This design comes from an exercise in tuning for small area and a short achievable clock period on the open sky130 flow, not from production work. RTL that was checked went through simulation tests only; none was proved equivalent to the original. No activity file was given, so power comes from the tool's default toggle rates.

## job 103
// ula
module ula(
    input clk14,			 
	 input reset,			 
    input [15:0] a,		 
    input [7:0] din,		 
	 output [7:0] dout,	 
    input mreq_n,			 
    input iorq_n,			 
    input rd_n,			 
    input wr_n,			 
	 input rfsh_n,			 
	 output clkcpu,		 
	 output msk_int_n,	 
    output [13:0] va,	  
	 input [7:0] vramdout, 
	 output [7:0] vramdin, 
    output vramoe,		 
    output vramcs,		  
    output vramwe,		 
    input ear,				   
    output mic,			    
    output spk,            
	 output [7:0] kbrows,    
    input [4:0] kbcolumns,	 
    output r,				
    output g,				 
    output b,				 
    output i,				 
	 output [7:0] rgbulaplus,	 
	 output ulaplus_enabled,	 
    output csync,			
    output hsync,
    output vsync
    );
clock: 10.0 ns
lec_check: 0
cap_margin: 20
core_margin: 2
core_utilization: 40
place_density: 0.6
setup_slack_margin: 4.6
slew_margin: 20
tns_end_percent: 10
standard.sh (not shown) runs the stock make flow with config.mk's settings and CLKGATE_MAP_FILE= SYNTH_SCRIPT=/design/flow/synth_recipe.tcl, a recipe that flattens the netlist after the stock synthesis.
==> flow/flow/run.sh <==
#!/bin/bash
# Layout flow: the standard flow (standard.sh, ORFS) with three changes
# made through ORFS's own variables:
#  - ports are buffered with sky130_fd_sc_hd__buf_1 rather than the delay
#    buffer buffer_ports picks by default;
#  - clock tree synthesis uses clkbuf_16 sink clusters and no dummy loads;
#  - everything else as in the standard flow (synthesis unchanged).
# Each step's full output goes to a log file in this folder.
set -euo pipefail
export BUFFER_PORTS_ARGS="-buffer_cell sky130_fd_sc_hd__buf_1"
export CTS_ARGS="-sink_clustering_enable -repair_clock_nets -dont_use_dummy_load -buf_list sky130_fd_sc_hd__clkbuf_16 -sink_clustering_size 24 -sink_clustering_max_diameter 70"
bash standard.sh synth > synth.log 2>&1
bash standard.sh floorplan > floorplan.log 2>&1
bash standard.sh place > place.log 2>&1
bash standard.sh cts > cts.log 2>&1
bash standard.sh route > route.log 2>&1
bash standard.sh finish > finish.log 2>&1
> inputs changed (job 103 -> job 102)
--- a/flow/design.v
+++ b/flow/design.v
@@ -1,30 +1,30 @@
+`timescale 1ns / 1ps
 module ram64bytes(
     input clk,
     input [5:0] wa,
     input [7:0] din,
     input we,
-    input [5:0] ra,
+    input [7:0] ra_hi,	 
+    input [7:0] ra_lo,	 
     output [7:0] douta,
     input [2:0] rb,
     output [7:0] doutb
     );
 	reg [7:0] mem[0:63];
 	always @(posedge clk) if (we) mem[wa] <= din;
-	wire [7:0] hi = 8'b1 << ra[5:3];
-	wire [7:0] lo = 8'b1 << ra[2:0];
 	wire [7:0] lb = 8'b1 << rb;
 	reg [7:0] a, b;
 	integer k;
 	always @(*) begin
 		a = 8'h00;
 		for (k = 0; k < 64; k = k + 1)
-			a = a | (mem[k] & {8{hi[k/8] & lo[k%8]}});
+			a = a | (mem[k] & {8{ra_hi[k/8] & ra_lo[k%8]}});
 		b = 8'h00;
 		for (k = 0; k < 8; k = k + 1)
 			b = b | (mem[8+k] & {8{lb[k]}});
 	end
 	assign douta = a;
 	assign doutb = b;
 endmodule
 `timescale 1ns / 1ps
 module ula(
@@ -253,39 +253,40 @@
 	wire [12:0] dispaddr = {vc[7:6], vc[2:0], vc[5:3], col};
 	wire [13:0] ulaaddr = hc[1] ? {1'b0, dispaddr} :
 	                      TimexHiColorMode ? {1'b1, dispaddr} : {4'b0110, vc[7:3], col};
 	assign va = ulaslot ? ulaaddr : a[13:0];
 	assign vramcs = ulaslot | (!cpublock & !a[15] & a[14] & !mreq_n);
 	assign vramoe = ulaslot ? !hc[0] : (!cpublock & !rd_n);
 	assign vramwe = !ulaslot & !cpublock & !wr_n;
 	wire fetchslot = Border_n && hc[3] && hc[1];
 	wire palettewe = dataportsel && !wr_n && (ULAPlusAddrReg[7:6]==2'b00) && !fetchslot;
-	wire Border_n_load = !((vc[7] & vc[6]) | vc[8] | hc[8]);
-	wire fetchslot_next = !reset && (clk7 ? (Border_n_load && hc[3] && hc[1]) :
-	                                        (Border_n && hc[3] && (hc[1] ^ hc[0])));
+	wire fetchslot_next = !reset && (clk7 ? fetchslot : (Border_n && hc[3] && (hc[1] ^ hc[0])));
 	wire ink_next = hc[0] ^ !clk7;
 	wire [5:0] fetchaddr_next = ink_next ? { AttrReg[7:6],1'b0,AttrReg[2:0] } : { AttrReg[7:6],1'b1,AttrReg[5:3] };
 	wire addrreg_wr = clk7_rise && addrportsel && !wr_n;
-	wire [5:0] addrreg_next = reset ? 6'd0 : addrreg_wr ? din[5:0] : ULAPlusAddrReg[5:0];
-	wire [5:0] paletteaddr_next = fetchslot_next ? fetchaddr_next : addrreg_next;
+	wire next_from_din = addrreg_wr && !fetchslot_next && !reset;
+	wire [5:0] paletteaddr_reg = reset ? 6'd0 : fetchslot_next ? fetchaddr_next : ULAPlusAddrReg[5:0];
+	wire [7:0] ra_hi = next_from_din ? (8'b1 << din[5:3]) : (8'b1 << paletteaddr_reg[5:3]);
+	wire [7:0] ra_lo = next_from_din ? (8'b1 << din[2:0]) : (8'b1 << paletteaddr_reg[2:0]);
 	wire palette_bypass = palettewe && (reset ? (ULAPlusAddrReg[5:0] == 6'd0) :
 	                                    (!fetchslot_next || fetchaddr_next == ULAPlusAddrReg[5:0]));
 	wire [7:0] paletteread;
 	wire [7:0] paletteborder;
 	reg [7:0] palettedout;
 	always @(posedge clk14)
 		palettedout <= palette_bypass ? din : paletteread;
 	ram64bytes palette (
 		.clk(clk14),
 		.wa(ULAPlusAddrReg[5:0]),
 		.din(din),
 		.we(palettewe),
-		.ra(paletteaddr_next),
+		.ra_hi(ra_hi),
+		.ra_lo(ra_lo),
 		.douta(paletteread),
 		.rb(BorderColor),
 		.doutb(paletteborder)
 		);
 	reg [7:0] ULAPlusPaper;
 	reg [7:0] ULAPlusInk;
 	reg [7:0] ULAPlusBorder;
 	wire ULAPlusPixel = SRegister[7];
 	always @(posedge clk14) begin
- The static leakage power of job 102 falls short of that of job 103 by 0.36%.
- Against job 103, job 102 comes in 2.2% lower on wire length of the first global-routing pass.
- Lower setup clock skew after layout goes to job 103 over job 102.
- Routed via count divided by cell count of job 103 is on par with job 102.
- Compared to job 103, job 102 has placeable core region 0.71% higher.
- Diff job 103..job 102 | post-route DRC violation count | unchanged
- Compared with job 103, job 102 shows a synthesis-to-finish area growth that is 0.20 points lower.
- Share of the clock period used by the worst path after layout came out higher on job 102 than on job 103.
- Going from job 103 to job 102, the internal power of the cells was found to have gone up by 0.000023 W.
- Job 102 ended up with met4 as its uppermost signal routing layer after detailed routing; job 103 ended up with met5.
- Job 102 gives more multi-input logic portion of the cell area than job 103 did.
- Sort job 102 and job 103 by fraction of power consumed by sequential logic desc -> top: job 103
The RTL of job 102 was laid out without a check of its function.

ula, a different RTL version from the one above (not shown whole).
Size: about 2100 cells after synthesis, about 660 flip-flops, about 110 I/O pins, about 28000 um^2 of cells after synthesis.
clock: 10.0 ns
lec_check: 0
cap_margin: 20
core_margin: 2
core_utilization: 40
place_density: 0.6
setup_slack_margin: 4.6
slew_margin: 20
tns_end_percent: 10
Scripts as last shown in full above: flow/flow/run.sh
Then changed:
--- a/flow/design.v
+++ b/flow/design.v
@@ -257,35 +257,24 @@
 	                      TimexHiColorMode ? {1'b1, dispaddr} : {4'b0110, vc[7:3], col};
 	assign va = ulaslot ? ulaaddr : a[13:0];
 	assign vramcs = ulaslot | (!cpublock & !a[15] & a[14] & !mreq_n);
 	assign vramoe = ulaslot ? !hc[0] : (!cpublock & !rd_n);
 	assign vramwe = !ulaslot & !cpublock & !wr_n;
 	wire fetchslot = Border_n && hc[3] && hc[1];
 	wire palettewe = dataportsel && !wr_n && (ULAPlusAddrReg[7:6]==2'b00) && !fetchslot;
-	reg fetchslot_next;
-	reg [5:0] paletteaddr_reg;
-	wire fetchslot_next2 = Border_n && hc[3] && (hc[1] ^ hc[0]);
-	wire [7:0] AttrReg_next = AttrLatch_fall ? vramdout : AttrReg;
-	wire [5:0] fetchaddr_next2 = hc[0] ? { AttrReg_next[7:6],1'b1,AttrReg_next[5:3] } : { AttrReg_next[7:6],1'b0,AttrReg_next[2:0] };
-	always @(posedge clk14) begin
-		if (reset) begin
-			fetchslot_next <= 0;
-			paletteaddr_reg <= 0;
-		end
-		else begin
-			fetchslot_next <= fetchslot_next2;
-			paletteaddr_reg <= fetchslot_next2 ? fetchaddr_next2 :
-			                   (clk7_rise && addrportsel && !wr_n) ? din[5:0] : ULAPlusAddrReg[5:0];
-		end
-	end
+	wire fetchslot_next = (clk7 ? fetchslot : (Border_n && hc[3] && (hc[1] ^ hc[0])));
+	wire ink_next = hc[0] ^ !clk7;
+	wire [5:0] fetchaddr_next = ink_next ? { AttrReg[7:6],1'b0,AttrReg[2:0] } : { AttrReg[7:6],1'b1,AttrReg[5:3] };
 	wire addrreg_wr = clk7_rise && addrportsel && !wr_n;
 	wire next_from_din = addrreg_wr && !fetchslot_next;
+	wire [5:0] paletteaddr_reg = fetchslot_next ? fetchaddr_next : ULAPlusAddrReg[5:0];
 	wire [7:0] ra_hi = next_from_din ? (8'b1 << din[5:3]) : (8'b1 << paletteaddr_reg[5:3]);
 	wire [7:0] ra_lo = next_from_din ? (8'b1 << din[2:0]) : (8'b1 << paletteaddr_reg[2:0]);
-	wire palette_bypass = palettewe && ((reset ? 6'd0 : paletteaddr_reg) == ULAPlusAddrReg[5:0]);
+	wire palette_bypass = palettewe && (reset ? (ULAPlusAddrReg[5:0] == 6'd0) :
+	                                    (!fetchslot_next || fetchaddr_next == ULAPlusAddrReg[5:0]));
 	wire [7:0] paletteread;
 	wire [7:0] paletteborder;
 	wire [7:0] palettefirst;	 
 	reg [7:0] palettedout;
 	always @(posedge clk14)
 		palettedout <= palette_bypass ? din : reset ? palettefirst : paletteread;
 	ram64bytes palette (
@@ -384,21 +373,15 @@
 		else if (clk7_rise) begin
 			if (addrportsel && !wr_n)
 				ULAPlusAddrReg <= din;
 			else if (dataportsel && !wr_n && ULAPlusAddrReg[7:6]==2'b01)
 				ULAPlusConfig <= din[0];
 		end
 	end
-	reg [7:0] idle_dout;
-	wire Border_n_next = clk7_fall ? !((vc[7] & vc[6]) | vc[8] | hc[8]) : Border_n;
-	always @(posedge clk14)
-		if (reset)
-			idle_dout <= 0;
-		else
-			idle_dout <= Border_n_next ? AttrReg_next : 8'hFF;
+	wire [7:0] idle_dout = Border_n ? AttrReg : 8'hFF;	 
 	wire [7:0] data_dout = (ULAPlusAddrReg[7:6]==2'b01) ? {7'b0000000, ULAPlusConfig} :
 	                       (ULAPlusAddrReg[7:6]==2'b00) ? palettedout : idle_dout;
 	wire s_vram = !a[15] && a[14] && !mreq_n && !rd_n;	 
 	wire io_rd = !iorq_n && !rd_n;
 	wire s_kb = io_rd && !a[0] && !s_vram;	 
 	wire s_tmx = io_rd && (a[7:0]==8'hFF) && !s_vram;	 
 	wire s_ulap = io_rd && a[0] && !a[2] && (a[7:6]==2'b00) && a[15];	 
After rerunning: First-iteration DRC count is higher by about 4%; non-clock buffer count rises by 24; setup slack improves by 0.074 ns; maximum frequency is higher by about 1.3%; total power is about the same; die area falls by about 2%; wire length went up by about 8%; synthesized cell count increases by 0.68%; final area is about the same; global-route usage is higher by 2.5 points; core utilization grows by 0.91 points; via count climbs by 4.4%.
No run of this note included a check of the RTL's function; only the layout flow was run.

ula, a different RTL version from the one above (not shown whole).
For scale: roughly 2000 cells after synthesis, ~660 flip-flops, about 110 I/O pins.
Settings: LEC_CHECK=0, CAP_MARGIN=20, CORE_MARGIN=2, CORE_UTILIZATION=40, PLACE_DENSITY=0.6, SETUP_SLACK_MARGIN=4.6, SLEW_MARGIN=20, SYNTH_HIERARCHICAL=1, SYNTH_MINIMUM_KEEP_SIZE=0, TNS_END_PERCENT=100; clock period 10.0 ns.
Scripts as last shown in full above: flow/flow/run.sh
Change:
--- a/flow/design.v
+++ b/flow/design.v
@@ -270,25 +270,32 @@
 		if (reset) begin
 			fetchslot_next <= 0;
 			paletteaddr_reg <= 0;
 		end
 		else begin
 			fetchslot_next <= fetchslot_next2;
 			paletteaddr_reg <= fetchslot_next2 ? fetchaddr_next2 :
 			                   (clk7_rise && addrportsel && !wr_n) ? din[5:0] : ULAPlusAddrReg[5:0];
 		end
 	end
 	wire addrreg_wr = clk7_rise && addrportsel && !wr_n;
-	wire next_from_din = addrreg_wr && !fetchslot_next;
-	wire [7:0] ra_hi = next_from_din ? (8'b1 << din[5:3]) : (8'b1 << paletteaddr_reg[5:3]);
-	wire [7:0] ra_lo = next_from_din ? (8'b1 << din[2:0]) : (8'b1 << paletteaddr_reg[2:0]);
+	reg din_may_be_next;
+	always @(posedge clk14)
+		if (reset)
+			din_may_be_next <= 1;
+		else
+			din_may_be_next <= clk7 && !fetchslot_next2;
+	wire next_from_din = din_may_be_next && addrportsel && !wr_n;
+	wire [5:0] ra = next_from_din ? din[5:0] : paletteaddr_reg;
+	wire [7:0] ra_hi = 8'b1 << ra[5:3];
+	wire [7:0] ra_lo = 8'b1 << ra[2:0];
 	wire palette_bypass = palettewe && ((reset ? 6'd0 : paletteaddr_reg) == ULAPlusAddrReg[5:0]);
 	wire [7:0] paletteread;
 	wire [7:0] paletteborder;
 	wire [7:0] palettefirst;	 
 	reg [7:0] palettedout;
 	always @(posedge clk14)
 		palettedout <= palette_bypass ? din : reset ? palettefirst : paletteread;
 	ram64bytes palette (
 		.clk(clk14),
 		.wa(ULAPlusAddrReg[5:0]),
 		.din(din),
Result:
- combinational power barely changes
- non-clock buffer count drops by 11
- die area went up by 0.53%
- final area stays flat
- register-to-register slack gains 620 ps
- core utilization hardly moves
- setup slack gets better by 87 ps
- synthesized area climbs by 0.54%
- wire length goes up by 0.60%
- synthesized cell count hardly moves
- global-route usage grows by 0.15 points
- count of clock-buffer cells in the layout went up by 2
- clock skew grows by 37 ps
- critical path depth drops by 1
No functional check of the RTL was part of any run of this note.

Another version of the RTL of ula (not shown whole).
Size in the first run: roughly 640 flip-flops, ~110 I/O pins.
export LEC_CHECK = 0
export CAP_MARGIN = 20
export CORE_MARGIN = 2
export CORE_UTILIZATION = 40
export PLACE_DENSITY = 0.6
export SETUP_SLACK_MARGIN = 5
export SLEW_MARGIN = 20
export TNS_END_PERCENT = 10
create_clock -name core_clock -period 10.0 [get_ports {clk14}]
Scripts as last shown in full above: flow/flow/run.sh
Change:
--- a/flow/design.v
+++ b/flow/design.v
@@ -1,27 +1,27 @@
-`timescale 1ns / 1ps
 module ram64bytes(
     input clk,
     input [5:0] wa,
     input [7:0] din,
     input we,
-    input [7:0] ra_hi,	 
-    input [7:0] ra_lo,	 
+    input [5:0] ra,
     output [7:0] douta,
     input [2:0] rb,
     output [7:0] doutb
     );
 	reg [7:0] mem[0:63];
 	always @(posedge clk) if (we) mem[wa] <= din;
+	wire [7:0] hi = 8'b1 << ra[5:3];
+	wire [7:0] lo = 8'b1 << ra[2:0];
 	wire [7:0] lb = 8'b1 << rb;
 	reg [7:0] a, b;
 	integer k;
 	always @(*) begin
 		a = 8'h00;
 		for (k = 0; k < 64; k = k + 1)
-			a = a | (mem[k] & {8{ra_hi[k/8] & ra_lo[k%8]}});
+			a = a | (mem[k] & {8{hi[k/8] & lo[k%8]}});
 		b = 8'h00;
 		for (k = 0; k < 8; k = k + 1)
 			b = b | (mem[8+k] & {8{lb[k]}});
 	end
 	assign douta = a;
 	assign doutb = b;
@@ -262,30 +262,27 @@
 	wire Border_n_load = !((vc[7] & vc[6]) | vc[8] | hc[8]);
 	wire fetchslot_next = !reset && (clk7 ? (Border_n_load && hc[3] && hc[1]) :
 	                                        (Border_n && hc[3] && (hc[1] ^ hc[0])));
 	wire ink_next = hc[0] ^ !clk7;
 	wire [5:0] fetchaddr_next = ink_next ? { AttrReg[7:6],1'b0,AttrReg[2:0] } : { AttrReg[7:6],1'b1,AttrReg[5:3] };
 	wire addrreg_wr = clk7_rise && addrportsel && !wr_n;
-	wire next_from_din = addrreg_wr && !fetchslot_next && !reset;
-	wire [5:0] paletteaddr_reg = reset ? 6'd0 : fetchslot_next ? fetchaddr_next : ULAPlusAddrReg[5:0];
-	wire [7:0] ra_hi = next_from_din ? (8'b1 << din[5:3]) : (8'b1 << paletteaddr_reg[5:3]);
-	wire [7:0] ra_lo = next_from_din ? (8'b1 << din[2:0]) : (8'b1 << paletteaddr_reg[2:0]);
+	wire [5:0] addrreg_next = reset ? 6'd0 : addrreg_wr ? din[5:0] : ULAPlusAddrReg[5:0];
+	wire [5:0] paletteaddr_next = fetchslot_next ? fetchaddr_next : addrreg_next;
 	wire palette_bypass = palettewe && (reset ? (ULAPlusAddrReg[5:0] == 6'd0) :
 	                                    (!fetchslot_next || fetchaddr_next == ULAPlusAddrReg[5:0]));
 	wire [7:0] paletteread;
 	wire [7:0] paletteborder;
 	reg [7:0] palettedout;
 	always @(posedge clk14)
 		palettedout <= palette_bypass ? din : paletteread;
 	ram64bytes palette (
 		.clk(clk14),
 		.wa(ULAPlusAddrReg[5:0]),
 		.din(din),
 		.we(palettewe),
-		.ra_hi(ra_hi),
-		.ra_lo(ra_lo),
+		.ra(paletteaddr_next),
 		.douta(paletteread),
 		.rb(BorderColor),
 		.doutb(paletteborder)
 		);
 	reg [7:0] ULAPlusPaper;
 	reg [7:0] ULAPlusInk;
Fmax is higher by 2.5%.
Power rises by 1.1%.
Non-clock buffer count rose by 25.
Register-to-register slack barely changes.
Via count went down by 0.95%.
Worst hold slack gains 0.0060 ns.
Final cell count goes down by 1.4%.
Area after synthesis came out lower by 2.4%.
Cell area stays flat.
Global-route usage is higher by 1.7 points.
Routed wire length goes up by 5.2%.
Flip-flop and latch count is unchanged.
Die area shrinks by 2.4%.
Clock-buffer cell count increases by 2.
The RTL of the first run of this note was laid out without a check of its function.

==> static timing again, ports no longer ideal <==
The results above use ideal ports. As a check the final layouts listed here were re-extracted and re-timed, cells and wires unchanged.
Step 1: set_driving_cell puts a clkbuf_16 on clk14 and a buf_2 on each other input, an assumption about the parent block.
Step 2 moves the port delays by t, midway between the first and last clock arrival at a register: inputs arrive t later, outputs are due t later. That takes back most of the time a late clock gives input paths.
a / b / c = ideal ports / drivers / drivers and shift; a / b = the first two.
| run | t (ns) | slack for setup (ns) | hold WS [ns] | slew at the worst register clock pin (ns) | worst slew at a driven data input, ns |
|---|---|---|---|---|---|
| job 103 | 0.637 | 4.318 / 4.352 / 3.715 | 0.466 / 0.466 / 0.466 | 0.10 / 0.10 | 0.13 |
| job 102 | 0.640 | 4.196 / 4.156 / 3.579 | 0.457 / 0.457 / 0.457 | 0.10 / 0.10 | 0.05 |
| the first run of note 2 | 0.627 | 4.301 / 4.271 / 3.749 | 0.471 / 0.471 / 0.471 | 0.10 / 0.10 | 0.04 |
| the second run of note 2 | 0.646 | 4.375 / 4.393 / 3.747 | 0.459 / 0.459 / 0.459 | 0.10 / 0.10 | 0.13 |
| the first run of note 3 | 0.633 | 4.577 / 4.613 / 3.980 | 0.471 / 0.471 / 0.471 | 0.10 / 0.10 | 0.15 |
| the second run of note 3 | 0.627 | 4.664 / 4.643 / 4.074 | 0.475 / 0.475 / 0.475 | 0.09 / 0.09 | 0.22 |
| the first run of note 4 | 0.627 | 4.279 / 4.238 / 4.126 | 0.456 / 0.456 / 0.456 | 0.10 / 0.10 | 0.06 |
| the second run of note 4 | 0.643 | 4.421 / 4.378 / 3.797 | 0.462 / 0.462 / 0.462 | 0.10 / 0.10 | 0.12 |
After both steps every run listed still meets setup and hold. For the second run of note 2, which loses most, drivers alone change the setup slack by +0.018 ns; drivers and shift together by -0.628 ns.
